Background: an optimization exercise with open tools, aiming at small area. Do not read the settings as production practice. In this exercise RTL edits were held to simulation tests only and were not proved equivalent to the original. Power figures rest on the tool's default switching activity, not on a simulated workload.

==> inputs of trial 44 <==
==> flow/design.v <==
`timescale 1ns / 1ps
module top(
    input PS2_dat,
    input PS2_clk,
    input clk100mhz,
    input rst,
    input reset,
    output [7:0] anodes,
    output [7:0] cathodes
);
wire clk = clk100mhz;
reg [1:0] kc_s;
reg       kc_p;
reg [1:0] kd_s;
always @(posedge clk) begin
    if (rst) begin
        kc_s <= 2'b11;
        kc_p <= 1'b1;
    end
    else begin
        kc_s <= {kc_s[0], PS2_clk};
        kc_p <= kc_s[1];
    end
    kd_s <= {kd_s[0], PS2_dat};
end
wire fall = kc_p & ~kc_s[1];
reg [3:0] cnt;
reg       bad;
reg [7:0] kbuf;
wire ws = (cnt == 4'd0);
always @(posedge clk) begin
    if (rst) begin
        cnt <= 4'd0;
        bad <= 1'b1;
    end
    else if (fall) begin
        cnt <= (cnt == 4'd10) ? 4'd0 : cnt + 4'd1;
        if (ws)
            bad <= PS2_dat;
        else if (!bad && cnt == 4'd9)
            bad <= (~^kbuf) != kd_s[1];
        else if (!bad && cnt == 4'd10)
            bad <= ~PS2_dat;
    end
end
always @(posedge clk)
    if (fall && !bad && !ws && cnt <= 4'd8)
        kbuf <= {kd_s[1], kbuf[7:1]};
reg [3:0] nib;
reg       isdig;
always @(*) begin
    isdig = 1'b1;
    case (kbuf)
    8'h45: nib = 4'h0;
    8'h16: nib = 4'h1;
    8'h1E: nib = 4'h2;
    8'h26: nib = 4'h3;
    8'h25: nib = 4'h4;
    8'h2E: nib = 4'h5;
    8'h36: nib = 4'h6;
    8'h3D: nib = 4'h7;
    8'h3E: nib = 4'h8;
    8'h46: nib = 4'h9;
    8'h1C: nib = 4'hA;
    8'h32: nib = 4'hB;
    8'h21: nib = 4'hC;
    8'h23: nib = 4'hD;
    8'h24: nib = 4'hE;
    8'h2B: nib = 4'hF;
    default: begin nib = 4'hx; isdig = 1'b0; end
    endcase
end
wire isent = (kbuf == 8'h5A);
wire isF0  = (kbuf == 8'hF0);
reg [2:0] mst;
reg       rel;
always @(posedge clk) begin
    if (rst) begin
        mst <= 3'd0;
        rel <= 1'b0;
    end
    else case (mst)
    3'd0: if (ws) begin
        if (!bad) begin
            if (isF0)
                rel <= 1'b1;
            else if (rel)
                rel <= 1'b0;
        end
        mst <= (!bad && !isF0 && rel) ? 3'd1 : 3'd4;
    end
    3'd1: mst <= 3'd2;
    3'd2: mst <= ws ? 3'd4 : 3'd3;
    3'd3: mst <= ws ? 3'd4 : 3'd0;
    default: if (!ws) mst <= 3'd0;
    endcase
end
wire dig_now = (mst == 3'd1) & isdig;    
wire ent_now = (mst == 3'd1) & isent;
wire dig_1   = (mst == 3'd2) & isdig;    
wire dig_2   = (mst == 3'd3) & isdig;    
reg       ra, rb;
reg [8:0] streak;
reg       dout, den;
wire tmp = &streak;
always @(posedge clk) begin
    if (rst) begin
        ra <= 1'b0;
        rb <= 1'b0;
        streak <= 9'd0;
        dout <= 1'b0;
        den <= 1'b0;
    end
    else begin
        ra <= reset;
        rb <= ra;
        streak <= (rb == dout) ? 9'd0 : streak + 9'd1;
        den <= tmp & rb;
        if (tmp)
            dout <= rb;
    end
end
reg [31:0] D;
reg [3:0]  Dm;      
reg [15:0] U;
reg        Fd;      
reg        H;       
wire        fsm_ro;
wire [15:0] fsm_res;
wire dbl = H & ~Fd;              
wire e1  = dbl & dig_2;          
wire c1  = dbl & rb;             
wire [31:0] n1  = e1 ? {D[27:0], nib} : c1 ? 32'd0 : D;
wire [3:0]  m1  = e1 ? (Dm[3] ? Dm : Dm + 4'd1) : c1 ? 4'd0 : Dm;
wire [31:0] numb = dig_1 ? {n1[27:0], nib} : ra ? 32'd0 : n1;
wire [3:0]  mcnt = dig_1 ? (m1[3] ? m1 : m1 + 4'd1) : ra ? 4'd0 : m1;
always @(posedge clk) begin
    if (rst) begin
        D  <= 32'd0;
        Dm <= 4'd0;
        Fd <= 1'b0;
        H  <= 1'b0;
    end
    else begin
        H <= den & ~fsm_ro;
        if (fsm_ro)
            Fd <= 1'b1;
        else if (H)
            Fd <= 1'b0;
        if (fsm_ro || !(den && !Fd)) begin
            D  <= numb;
            Dm <= mcnt;
        end
    end
end
always @(posedge clk)
    if (fsm_ro && !Fd)
        U <= D[31:16];
localparam [3:0] S0 = 4'd0, S1 = 4'd1, S2 = 4'd2, S3 = 4'd3, S4 = 4'd4,
                 S5A = 4'd5, S5B = 4'd6, S6 = 4'd7, S0R = 4'd8, S0E = 4'd9,
                 S2F = 4'd10, S3F = 4'd11, S4F = 4'd12;
reg [3:0]  st;
reg        vs;      
reg [11:0] vm;      
wire [15:0] x = D[15:0];
wire xerr = x[15] ? ~&x[14:11] : (|x[14:12] | (x[11] & |x[10:0]));
wire [11:0] xm = x[15] ? (~x[11:0] + 12'd1) : x[11:0];
wire vnz  = |vm;
wire verr = vm[11] & |vm[10:0];
always @(posedge clk) begin
    if (rst)
        st <= S0;
    else if (den)
        st <= (st == S5B || st == S0E) ? S0E : (st == S0R) ? S0R : S0;
    else case (st)
    S0, S0R, S0E: st <= S1;
    S1: if (ent_now) begin
        st <= Fd ? S2F : S2;
        if (!Fd) begin
            vs <= x[15];
            vm <= {xm[11] | xerr, xm[10:1], xm[0] | xerr};
        end
    end
    S2: st <= vs ? S3 : S4;
    S3: st <= S4;
    S4: st <= verr ? S5A : S6;
    S2F: st <= vs ? S3F : S4F;
    S3F: st <= S4F;
    S4F: st <= vnz ? S5A : S6;
    S5A, S5B: st <= S5B;
    S6: st <= S0R;
    default: st <= S0;
    endcase
end
assign fsm_ro = (st == S0R);
wire fsm_err = (st == S5B) || (st == S0E);
reg [3:0] p;
integer i;
always @(*) begin
    p = 4'd0;
    for (i = 0; i < 12; i = i + 1)
        if (vm[i])
            p = i;
end
wire [11:0] vn = vm << (4'd11 - p);
assign fsm_res = vnz ? {vs, 5'd15 + {1'b0, p}, vn[10:1]} : 16'd0;
wire [31:0] shown = Fd ? {U, fsm_res} : D;
wire [3:0]  shown_m = Fd ? 4'd4 : Dm;
reg [9:0] dc;
always @(posedge clk)
    if (rst)
        dc <= 10'd0;
    else
        dc <= (dc == 10'd999) ? 10'd0 : dc + 10'd1;
wire tick = (dc == 10'd0);
reg [2:0] dg;
reg       blank;
reg [4:0] cc;       
reg [3:0] dn;
always @(*) begin
    case (dg)
    3'd0: dn = shown[3:0];
    3'd1: dn = shown[7:4];
    3'd2: dn = shown[11:8];
    3'd3: dn = shown[15:12];
    3'd4: dn = shown[19:16];
    3'd5: dn = shown[23:20];
    3'd6: dn = shown[27:24];
    default: dn = shown[31:28];
    endcase
end
always @(posedge clk) begin
    if (rst) begin
        dg <= 3'd0;
        blank <= 1'b1;
        cc <= 5'd31;
    end
    else if (tick) begin
        dg <= dg + 3'd1;
        if (!fsm_err) begin
            cc <= {1'b0, dn};
            blank <= ({1'b0, dg} >= shown_m);
        end
        else if (dg <= 3'd4) begin
            cc <= (dg == 3'd1) ? 5'd0 : (dg == 3'd4) ? 5'd14 : 5'd16;
            blank <= 1'b0;
        end
        else
            blank <= 1'b1;
    end
end
wire [2:0] lit = dg - 3'd1;
assign anodes = blank ? 8'hFF : ~(8'd1 << lit);
reg [6:0] seg;
always @(*) begin
    case (cc)
    5'd0:  seg = 7'b1000000;
    5'd1:  seg = 7'b1111001;
    5'd2:  seg = 7'b0100100;
    5'd3:  seg = 7'b0110000;
    5'd4:  seg = 7'b0011001;
    5'd5:  seg = 7'b0010010;
    5'd6:  seg = 7'b0000010;
    5'd7:  seg = 7'b1111000;
    5'd8:  seg = 7'b0000000;
    5'd9:  seg = 7'b0010000;
    5'd10: seg = 7'b0001000;
    5'd11: seg = 7'b0000011;
    5'd12: seg = 7'b1000110;
    5'd13: seg = 7'b0100001;
    5'd14: seg = 7'b0000110;
    5'd15: seg = 7'b0001110;
    5'd16: seg = 7'b1001100;
    default: seg = 7'b1111111;
    endcase
end
assign cathodes = {1'b1, seg};
endmodule
==> flow/run.sh <==
#!/bin/bash
# synth_recipe.tcl (not shown) runs the flow's synth.tcl, then flattens the netlist and writes it again
# the make line also repeats each setting of config.mk as NAME=value (left out here)
make -C /OpenROAD-flow-scripts/flow DESIGN_CONFIG=/design/flow/config.mk WORK_HOME=/design/flow/orfs CLKGATE_MAP_FILE= SYNTH_SCRIPT=/design/flow/synth_recipe.tcl finish
==> flow/config.mk <==
export PLATFORM = sky130hd
export DESIGN_NAME = top
export DESIGN_NICKNAME = top
export VERILOG_FILES = /design/flow/design.v
export SDC_FILE = /design/flow/constraint.sdc
export NUM_CORES = 4
export LEC_CHECK = 0
export CAP_MARGIN = 20
export CORE_MARGIN = 2
export CORE_UTILIZATION = 40
export SLEW_MARGIN = 20
==> flow/constraint.sdc <==
create_clock -name core_clock -period 10.0 [get_ports {clk100mhz}]
set_input_delay 2.0000 -clock core_clock [delete_from_list [all_inputs] [get_ports {clk100mhz}]]
set_output_delay 2.0000 -clock core_clock [all_outputs]
set_load 0.01 [all_outputs]
==> inputs of build 33, as changes to trial 44 <==
==> flow/design.v, changed modules only <==
module top(
    input PS2_dat,
    input PS2_clk,
    input clk100mhz,
    input rst,
    input reset,
    output [7:0] anodes,
    output [7:0] cathodes
);
wire clk = clk100mhz;
reg [1:0] kc_s;
reg       kc_p;
reg [1:0] kd_s;
always @(posedge clk) begin
    if (rst) begin
        kc_s <= 2'b11;
        kc_p <= 1'b1;
    end
    else begin
        kc_s <= {kc_s[0], PS2_clk};
        kc_p <= kc_s[1];
    end
    kd_s <= {kd_s[0], PS2_dat};
end
wire fall = kc_p & ~kc_s[1];
reg [3:0] cnt;
reg       bad;
reg [7:0] kbuf;
wire ws = (cnt == 4'd0);
always @(posedge clk) begin
    if (rst) begin
        cnt <= 4'd0;
        bad <= 1'b1;
    end
    else if (fall) begin
        cnt <= (cnt == 4'd10) ? 4'd0 : cnt + 4'd1;
        if (ws)
            bad <= PS2_dat;
        else if (!bad && cnt == 4'd9)
            bad <= (~^kbuf) != kd_s[1];
        else if (!bad && cnt == 4'd10)
            bad <= ~PS2_dat;
    end
end
always @(posedge clk)
    if (fall && !bad && !ws && cnt <= 4'd8)
        kbuf <= {kd_s[1], kbuf[7:1]};
reg [3:0] nib;
reg       isdig;
always @(*) begin
    isdig = 1'b1;
    case (kbuf)
    8'h45: nib = 4'h0;
    8'h16: nib = 4'h1;
    8'h1E: nib = 4'h2;
    8'h26: nib = 4'h3;
    8'h25: nib = 4'h4;
    8'h2E: nib = 4'h5;
    8'h36: nib = 4'h6;
    8'h3D: nib = 4'h7;
    8'h3E: nib = 4'h8;
    8'h46: nib = 4'h9;
    8'h1C: nib = 4'hA;
    8'h32: nib = 4'hB;
    8'h21: nib = 4'hC;
    8'h23: nib = 4'hD;
    8'h24: nib = 4'hE;
    8'h2B: nib = 4'hF;
    default: begin nib = 4'hx; isdig = 1'b0; end
    endcase
end
wire isent = (kbuf == 8'h5A);
wire isF0  = (kbuf == 8'hF0);
reg [2:0] mst;
reg       rel;
always @(posedge clk) begin
    if (rst) begin
        mst <= 3'd0;
        rel <= 1'b0;
    end
    else case (mst)
    3'd0: if (ws) begin
        if (!bad) begin
            if (isF0)
                rel <= 1'b1;
            else if (rel)
                rel <= 1'b0;
        end
        mst <= (!bad && !isF0 && rel) ? 3'd1 : 3'd4;
    end
    3'd1: mst <= 3'd2;
    3'd2: mst <= 3'd3;
    3'd3: mst <= ws ? 3'd4 : 3'd0;
    default: if (!ws) mst <= 3'd0;
    endcase
end
wire dig_now = (mst == 3'd1) & isdig;    
wire ent_now = (mst == 3'd1) & isent;
wire dig_1   = (mst == 3'd2) & isdig;    
wire dig_2   = (mst == 3'd3) & isdig;    
reg       ra, rb;
reg [8:0] streak;
reg       dout, den;
wire tmp = (streak == 9'h100);    
always @(posedge clk) begin
    if (rst) begin
        ra <= 1'b0;
        rb <= 1'b0;
        streak <= 9'd0;
        dout <= 1'b0;
        den <= 1'b0;
    end
    else begin
        ra <= reset;
        rb <= ra;
        streak <= (rb == dout) ? 9'd0 : {streak[7:0], streak[8] ^ streak[4] ^ ~|streak[7:0]};
        den <= tmp & rb;
        if (tmp)
            dout <= rb;
    end
end
reg [31:0] D;
reg [3:0]  Dm;      
reg [15:0] U;
reg        Fd;      
reg        H;       
wire        fsm_ro;
wire [15:0] fsm_res;
wire dbl = H & ~Fd;              
wire e1  = dbl & dig_2;          
wire c1  = dbl & rb;             
wire sh  = dig_1 | e1;                           
wire zh  = (dig_1 & c1) | (e1 & ra) | (~sh & (ra | c1));    
wire zl  = sh ? (e1 & ra) : (ra | c1);           
wire [31:0] numb = {zh ? 28'd0 : (sh ? D[27:0] : D[31:4]),
                    zl ? 4'd0 : (sh ? nib : D[3:0])};
wire [3:0]  mcnt = (dig_1 & c1) ? 4'd1 : (zh ? 4'd0 : (sh ? (Dm[3] ? Dm : Dm + 4'd1) : Dm));
always @(posedge clk) begin
    if (rst) begin
        D  <= 32'd0;
        Dm <= 4'd0;
        Fd <= 1'b0;
        H  <= 1'b0;
    end
    else begin
        H <= den & ~fsm_ro;
        if (fsm_ro)
            Fd <= 1'b1;
        else if (H)
            Fd <= 1'b0;
        if (fsm_ro || !(den && !Fd)) begin
            D  <= numb;
            Dm <= mcnt;
        end
    end
end
always @(posedge clk)
    if (fsm_ro && !Fd)
        U <= D[31:16];
localparam [3:0] S0 = 4'd0, S1 = 4'd1, S2 = 4'd2, S3 = 4'd3, S4 = 4'd4,
                 S5A = 4'd5, S5B = 4'd6, S6 = 4'd7, S0R = 4'd8, S0E = 4'd9,
                 S2F = 4'd10, S3F = 4'd11, S4F = 4'd12;
reg [3:0]  st;
reg        vs;      
reg [11:0] vm;      
wire [15:0] x = D[15:0];
wire xerr = x[15] ? ~&x[14:11] : (|x[14:12] | (x[11] & |x[10:0]));
reg [11:0] lowor;
integer k;
always @(*) begin
    lowor[0] = 1'b0;
    for (k = 1; k < 12; k = k + 1)
        lowor[k] = lowor[k-1] | x[k-1];
end
wire [11:0] xm = x[11:0] ^ ({12{x[15]}} & lowor);
wire vnz  = |vm;
wire verr = vm[11] & |vm[10:0];
always @(posedge clk) begin
    if (rst)
        st <= S0;
    else if (den)
        st <= (st == S5B || st == S0E) ? S0E : (st == S0R) ? S0R : S0;
    else case (st)
    S0, S0R, S0E: st <= S1;
    S1: if (ent_now) begin
        st <= Fd ? S2F : S2;
        if (!Fd) begin
            vs <= x[15];
            vm <= {xm[11] | xerr, xm[10:1], xm[0] | xerr};
        end
    end
    S2: st <= vs ? S3 : S4;
    S3: st <= S4;
    S4: st <= verr ? S5A : S6;
    S2F: st <= vs ? S3F : S4F;
    S3F: st <= S4F;
    S4F: st <= vnz ? S5A : S6;
    S5A, S5B: st <= S5B;
    S6: st <= S0R;
    default: st <= S0;
    endcase
end
assign fsm_ro = (st == S0R);
wire fsm_err = (st == S5B) || (st == S0E);
wire        z3 = ~|vm[11:4];
wire [11:0] r1 = z3 ? {vm[3:0], 8'd0} : vm;
wire        z2 = ~|r1[11:8];
wire [11:0] r2 = z2 ? {r1[7:0], 4'd0} : r1;
wire        z1 = ~|r2[11:10];
wire [11:0] r3 = z1 ? {r2[9:0], 2'd0} : r2;
wire        z0 = ~r3[11];
wire [11:0] r4 = z0 ? {r3[10:0], 1'b0} : r3;
wire [4:0]  ex = 5'd26 - {1'b0, z3, z2, z1, z0};
assign fsm_res = vnz ? {vs, ex, r4[10:1]} : 16'd0;
wire [31:0] shown = Fd ? {U, fsm_res} : D;
wire [3:0]  shown_m = Fd ? 4'd4 : Dm;
reg [9:0] dc;
wire tick = (dc == 10'h238);
always @(posedge clk)
    if (rst)
        dc <= 10'h238;
    else
        dc <= {dc[8:0], dc[9] ^ dc[6] ^ tick};
reg [2:0] dg;
reg       blank;
reg [4:0] cc;       
reg [3:0] dn;
always @(*) begin
    case (dg)
    3'd0: dn = shown[3:0];
    3'd1: dn = shown[7:4];
    3'd2: dn = shown[11:8];
    3'd3: dn = shown[15:12];
    3'd4: dn = shown[19:16];
    3'd5: dn = shown[23:20];
    3'd6: dn = shown[27:24];
    default: dn = shown[31:28];
    endcase
end
always @(posedge clk) begin
    if (rst) begin
        dg <= 3'd0;
        blank <= 1'b1;
        cc <= 5'd31;
    end
    else if (tick) begin
        dg <= dg + 3'd1;
        if (!fsm_err) begin
            cc <= {1'b0, dn};
            blank <= ({1'b0, dg} >= shown_m);
        end
        else if (dg <= 3'd4) begin
            cc <= (dg == 3'd1) ? 5'd0 : (dg == 3'd4) ? 5'd14 : 5'd16;
            blank <= 1'b0;
        end
        else
            blank <= 1'b1;
    end
end
wire [2:0] lit = dg - 3'd1;
assign anodes = blank ? 8'hFF : ~(8'd1 << lit);
reg [6:0] seg;
always @(*) begin
    case (cc)
    5'd0:  seg = 7'b1000000;
    5'd1:  seg = 7'b1111001;
    5'd2:  seg = 7'b0100100;
    5'd3:  seg = 7'b0110000;
    5'd4:  seg = 7'b0011001;
    5'd5:  seg = 7'b0010010;
    5'd6:  seg = 7'b0000010;
    5'd7:  seg = 7'b1111000;
    5'd8:  seg = 7'b0000000;
    5'd9:  seg = 7'b0010000;
    5'd10: seg = 7'b0001000;
    5'd11: seg = 7'b0000011;
    5'd12: seg = 7'b1000110;
    5'd13: seg = 7'b0100001;
    5'd14: seg = 7'b0000110;
    5'd15: seg = 7'b0001110;
    5'd16: seg = 7'b1001100;
    default: seg = 7'b1111111;
    endcase
end
assign cathodes = {1'b1, seg};
endmodule
Settings changed: CTS_BUF_LIST set to sky130_fd_sc_hd__clkbuf_4, CTS_CLUSTER_DIAMETER set to 100, CTS_CLUSTER_SIZE set to 30.
==> inputs of build 30, as changes to trial 44 <==
==> flow/design.v, changed modules only <==
module top(
    input PS2_dat,
    input PS2_clk,
    input clk100mhz,
    input rst,
    input reset,
    output [7:0] anodes,
    output [7:0] cathodes
);
wire clk = clk100mhz;
reg [1:0] kc_s;
reg       kc_p;
reg [1:0] kd_s;
always @(posedge clk) begin
    if (rst)
        kc_s <= 2'b11;
    else
        kc_s <= {kc_s[0], PS2_clk};
    kc_p <= kc_s[1];    
    kd_s <= {kd_s[0], PS2_dat};
end
wire fall = kc_p & ~kc_s[1];
reg [3:0] cnt;
reg       bad;
reg [7:0] kbuf;
wire ws = (cnt == 4'd0);
always @(posedge clk) begin
    if (rst) begin
        cnt <= 4'd0;
        bad <= 1'b1;
    end
    else if (fall) begin
        cnt <= (cnt == 4'd10) ? 4'd0 : cnt + 4'd1;
        if (ws)
            bad <= PS2_dat;
        else if (!bad && cnt == 4'd9)
            bad <= (~^kbuf) != kd_s[1];
        else if (!bad && cnt == 4'd10)
            bad <= ~PS2_dat;
    end
end
always @(posedge clk)
    if (fall && !bad && !ws && cnt <= 4'd8)
        kbuf <= {kd_s[1], kbuf[7:1]};
reg [3:0] nib;
reg       isdig;
always @(*) begin
    isdig = 1'b1;
    case (kbuf)
    8'h45: nib = 4'h0;
    8'h16: nib = 4'h1;
    8'h1E: nib = 4'h2;
    8'h26: nib = 4'h3;
    8'h25: nib = 4'h4;
    8'h2E: nib = 4'h5;
    8'h36: nib = 4'h6;
    8'h3D: nib = 4'h7;
    8'h3E: nib = 4'h8;
    8'h46: nib = 4'h9;
    8'h1C: nib = 4'hA;
    8'h32: nib = 4'hB;
    8'h21: nib = 4'hC;
    8'h23: nib = 4'hD;
    8'h24: nib = 4'hE;
    8'h2B: nib = 4'hF;
    default: begin nib = 4'hx; isdig = 1'b0; end
    endcase
end
wire isent = (kbuf == 8'h5A);
wire isF0  = (kbuf == 8'hF0);
reg [2:0] mst;
reg       rel;
always @(posedge clk) begin
    if (rst) begin
        mst <= 3'd0;
        rel <= 1'b0;
    end
    else case (mst)
    3'd0: if (ws) begin
        if (!bad) begin
            if (isF0)
                rel <= 1'b1;
            else if (rel)
                rel <= 1'b0;
        end
        mst <= (!bad && !isF0 && rel) ? 3'd1 : 3'd4;
    end
    3'd1: mst <= 3'd2;
    3'd2: mst <= 3'd3;
    3'd3: mst <= ws ? 3'd4 : 3'd0;
    default: if (!ws) mst <= 3'd0;
    endcase
end
wire dig_now = (mst == 3'd1) & isdig;    
wire ent_now = (mst == 3'd1) & isent;
wire dig_1   = (mst == 3'd2) & isdig;    
wire dig_2   = (mst == 3'd3) & isdig;    
reg       ra, rb;
reg [8:0] streak;
reg       dout, den;
wire tmp = (streak == 9'h100);    
always @(posedge clk) begin
    if (rst) begin
        ra <= 1'b0;
        rb <= 1'b0;
        streak <= 9'd0;
        dout <= 1'b0;
        den <= 1'b0;
    end
    else begin
        ra <= reset;
        rb <= ra;
        streak <= (rb == dout) ? 9'd0 : {streak[7:0], streak[8] ^ streak[4] ^ ~|streak[7:0]};
        den <= tmp & rb;
        if (tmp)
            dout <= rb;
    end
end
reg [31:0] D;
reg [3:0]  Dm;      
reg [15:0] U;
reg        Fd;      
reg        H;       
wire        fsm_ro;
wire [15:0] fsm_res;
wire dbl = H & ~Fd;              
wire e1  = dbl & dig_2;          
wire c1  = dbl & rb;             
wire hold = den & ~Fd & ~fsm_ro;
wire sh  = (dig_1 | e1) & ~hold;                            
wire zh  = rst | (~hold & ((dig_1 & c1) | (e1 & ra) | (~(dig_1 | e1) & (ra | c1))));   
wire zl  = rst | (~hold & ((dig_1 | e1) ? (e1 & ra) : (ra | c1)));                      
wire [31:0] numb = {zh ? 28'd0 : (sh ? D[27:0] : D[31:4]),
                    zl ? 4'd0 : (sh ? nib : D[3:0])};
wire [3:0]  mcnt = (zh & ~zl) ? 4'd1 : (zh ? 4'd0 : (sh ? (Dm[3] ? Dm : Dm + 4'd1) : Dm));
always @(posedge clk) begin
    D  <= numb;
    Dm <= mcnt;
    if (rst) begin
        Fd <= 1'b0;
        H  <= 1'b0;
    end
    else begin
        H <= den & ~fsm_ro;
        if (fsm_ro)
            Fd <= 1'b1;
        else if (H)
            Fd <= 1'b0;
    end
end
always @(posedge clk)
    if (fsm_ro && !Fd)
        U <= D[31:16];
localparam [3:0] S0 = 4'd0, S1 = 4'd1, S2 = 4'd2, S3 = 4'd3, S4 = 4'd4,
                 S5A = 4'd5, S5B = 4'd6, S6 = 4'd7, S0R = 4'd8, S0E = 4'd9,
                 S2F = 4'd10, S3F = 4'd11, S4F = 4'd12;
reg [3:0]  st;
reg        vs;      
reg [11:0] vm;      
wire [15:0] x = D[15:0];
wire xerr = x[15] ? ~&x[14:11] : (|x[14:12] | (x[11] & |x[10:0]));
reg [11:0] lowor;
integer k;
always @(*) begin
    lowor[0] = 1'b0;
    for (k = 1; k < 12; k = k + 1)
        lowor[k] = lowor[k-1] | x[k-1];
end
wire [11:0] xm = x[11:0] ^ ({12{x[15]}} & lowor);
wire vnz  = |vm;
wire verr = vm[11] & |vm[10:0];
always @(posedge clk) begin
    if (rst)
        st <= S0;
    else if (den)
        st <= (st == S5B || st == S0E) ? S0E : (st == S0R) ? S0R : S0;
    else case (st)
    S0, S0R, S0E: st <= S1;
    S1: if (ent_now) begin
        st <= Fd ? S2F : S2;
        if (!Fd) begin
            vs <= x[15];
            vm <= {xm[11] | xerr, xm[10:1], xm[0] | xerr};
        end
    end
    S2: st <= vs ? S3 : S4;
    S3: st <= S4;
    S4: st <= verr ? S5A : S6;
    S2F: st <= vs ? S3F : S4F;
    S3F: st <= S4F;
    S4F: st <= vnz ? S5A : S6;
    S5A, S5B: st <= S5B;
    S6: st <= S0R;
    default: st <= S0;
    endcase
end
assign fsm_ro = (st == S0R);
wire fsm_err = (st == S5B) || (st == S0E);
wire [10:0] na = vm[10:0];
wire        z3 = ~|na[10:3];
wire [10:0] r1 = {na[10:8] | ({3{z3}} & na[2:0]), na[7:3], na[2:0] & {3{~z3}}};
wire        z2 = ~|r1[10:7];
wire [10:0] r2 = {r1[10:7] | ({4{z2}} & r1[6:3]), z2 ? r1[2:0] : r1[6:4], r1[3] & ~z2, r1[2:0] & {3{~z2}}};
wire        z1 = ~|r2[10:9];
wire [10:0] r3 = z1 ? {r2[8:0], 2'd0} : r2;
wire        z0 = ~r3[10];
wire [10:0] r4 = z0 ? {r3[9:0], 1'b0} : r3;
wire [4:0]  ex = 5'd25 - {1'b0, z3, z2, z1, z0};
assign fsm_res = vm[11] ? {vs, 5'd26, 10'd0} : (|na) ? {vs, ex, r4[9:0]} : 16'd0;
wire [31:0] shown = Fd ? {U, fsm_res} : D;
wire [3:0]  shown_m = Fd ? 4'd4 : Dm;
reg [9:0] dc;
wire tick = (dc == 10'h238);
always @(posedge clk)
    if (rst)
        dc <= 10'h238;
    else
        dc <= {dc[8:0], dc[9] ^ dc[6] ^ tick};
reg [2:0] dg;
reg       blank;
reg [4:0] cc;       
reg [3:0] dn;
always @(*) begin
    case (dg)
    3'd0: dn = shown[3:0];
    3'd1: dn = shown[7:4];
    3'd2: dn = shown[11:8];
    3'd3: dn = shown[15:12];
    3'd4: dn = shown[19:16];
    3'd5: dn = shown[23:20];
    3'd6: dn = shown[27:24];
    default: dn = shown[31:28];
    endcase
end
always @(posedge clk) begin
    if (rst) begin
        dg <= 3'd0;
        blank <= 1'b1;
        cc <= 5'd31;
    end
    else if (tick) begin
        dg <= dg + 3'd1;
        if (!fsm_err) begin
            cc <= {1'b0, dn};
            blank <= ({1'b0, dg} >= shown_m);
        end
        else if (dg <= 3'd4) begin
            cc <= (dg == 3'd1) ? 5'd0 : (dg == 3'd4) ? 5'd14 : 5'd16;
            blank <= 1'b0;
        end
        else
            blank <= 1'b1;
    end
end
wire [2:0] lit = dg - 3'd1;
assign anodes = blank ? 8'hFF : ~(8'd1 << lit);
reg [6:0] seg;
always @(*) begin
    case (cc)
    5'd0:  seg = 7'b1000000;
    5'd1:  seg = 7'b1111001;
    5'd2:  seg = 7'b0100100;
    5'd3:  seg = 7'b0110000;
    5'd4:  seg = 7'b0011001;
    5'd5:  seg = 7'b0010010;
    5'd6:  seg = 7'b0000010;
    5'd7:  seg = 7'b1111000;
    5'd8:  seg = 7'b0000000;
    5'd9:  seg = 7'b0010000;
    5'd10: seg = 7'b0001000;
    5'd11: seg = 7'b0000011;
    5'd12: seg = 7'b1000110;
    5'd13: seg = 7'b0100001;
    5'd14: seg = 7'b0000110;
    5'd15: seg = 7'b0001110;
    5'd16: seg = 7'b1001100;
    5'd31: seg = 7'b1111111;
    default: seg = 7'bxxxxxxx;
    endcase
end
assign cathodes = {1'b1, seg};
endmodule
Settings changed: ABC_AREA set to 1, CORE_UTILIZATION 40 to 60, CTS_BUF_LIST set to sky130_fd_sc_hd__clkbuf_8.
==> summary of the runs <==
The lowest final cell count belongs to build 33, the highest to trial 44.
Non-clock buffer count: trial 44 > build 33 > build 30.
The lowest via count belongs to build 33, the highest to trial 44.
Core utilization, lowest first: build 33, trial 44, build 30.
Clock skew, highest first: build 33, build 30, trial 44.
Build 33 completed without violations. Trial 44 completed with no timing, DRC or antenna violations. Build 30 passed the timing, design-rule and antenna checks.
Clock power: trial 44 > build 30 > build 33.
Of trial 44 and build 30, trial 44 has the higher sequential power (gap about 3%, measured against build 30).
The lowest total power belongs to build 33, the highest to trial 44.
==> figures <==
Status: trial 44 timing/DRC/antenna clean; build 30 timing/DRC/antenna clean; build 33 timing/DRC/antenna clean
Power drawn by the sequential cells: trial 44 585 uW; build 30 567 uW; build 33 564 uW
Number of antenna violations at the first check in global routing: trial 44 0; build 30 0; build 33 1
Largest fanout on the critical path: trial 44 17; build 30 14; build 33 20
Cell chosen for the clock root: trial 44 sky130_fd_sc_hd__clkbuf_16; build 30 sky130_fd_sc_hd__clkbuf_8; build 33 sky130_fd_sc_hd__clkbuf_4
Most common cell in the netlist: trial 44 sky130_fd_sc_hd__nor2_1; build 30 sky130_fd_sc_hd__nand2_1; build 33 sky130_fd_sc_hd__dfxtp_1
Number of global-route vias before repair: trial 44 6,599; build 30 5,926; build 33 5,503
Placed instance area: trial 44 8590 um2; build 30 7490 um2; build 33 7840 um2
Top power group: trial 44 the clock network; build 30 sequential cells; build 33 sequential cells
Required @ worst endpoint: trial 44 10,290 ps; build 30 8000 ps; build 33 8000 ps
Average routed wire per standard cell: trial 44 17.0 um; build 30 14.7 um; build 33 16.3 um
Post-Place Setup Slack: trial 44 4830 ps; build 30 5580 ps; build 33 5000 ps
Fraction of area in multi-input gates: trial 44 0.527; build 30 0.452; build 33 0.516
Detailed-routing wirelength on met1: trial 44 10.1 mm; build 30 7.23 mm; build 33 8.36 mm
Count of clock-net buffers in the final layout: trial 44 23; build 30 22; build 33 17
Clock-pin slew of the registers on the worst-case setup and hold paths: trial 44 60 ps; build 30 70 ps; build 33 110 ps
Non-CTS inverters: trial 44 41; build 30 130; build 33 29

## what the ideal ports hide
The flow's constraints put no driver on any port. The routed layouts listed below were extracted and timed again, unchanged, in two steps. Step 1: set_driving_cell puts a clkbuf_16 on clk100mhz and a buf_2 on each other input, an assumption about the parent block. Step 2 adds t to the input delays and takes it off the output delays; t is the mean of the earliest and latest rising clock arrival at the registers after step 1. Input paths then give back, and output paths get back, about the clock's delay inside the block. Three values: no drivers, after step 1, after step 2; two values: the first two.
run | t (ns) | slack for setup (ns) | hold slack, ns | worst register clock-pin slew, ns | pins driven straight from the clock port
trial 44 | 0.460 | 5.234 / 5.255 / 4.795 | 0.328 / 0.328 / 0.328 | 0.06 / 0.06 | 1
build 33 | 0.583 | 5.198 / 5.161 / 4.928 | 0.337 / 0.337 / 0.337 | 0.12 / 0.12 | 1
build 30 | 0.473 | 5.520 / 5.485 / 5.584 | 0.344 / 0.344 / 0.344 | 0.08 / 0.08 | 1
After both steps setup and hold are still met in every run listed. The setup slack of trial 44, which loses most, moves by +0.021 ns with the drivers and by -0.439 ns with both steps.
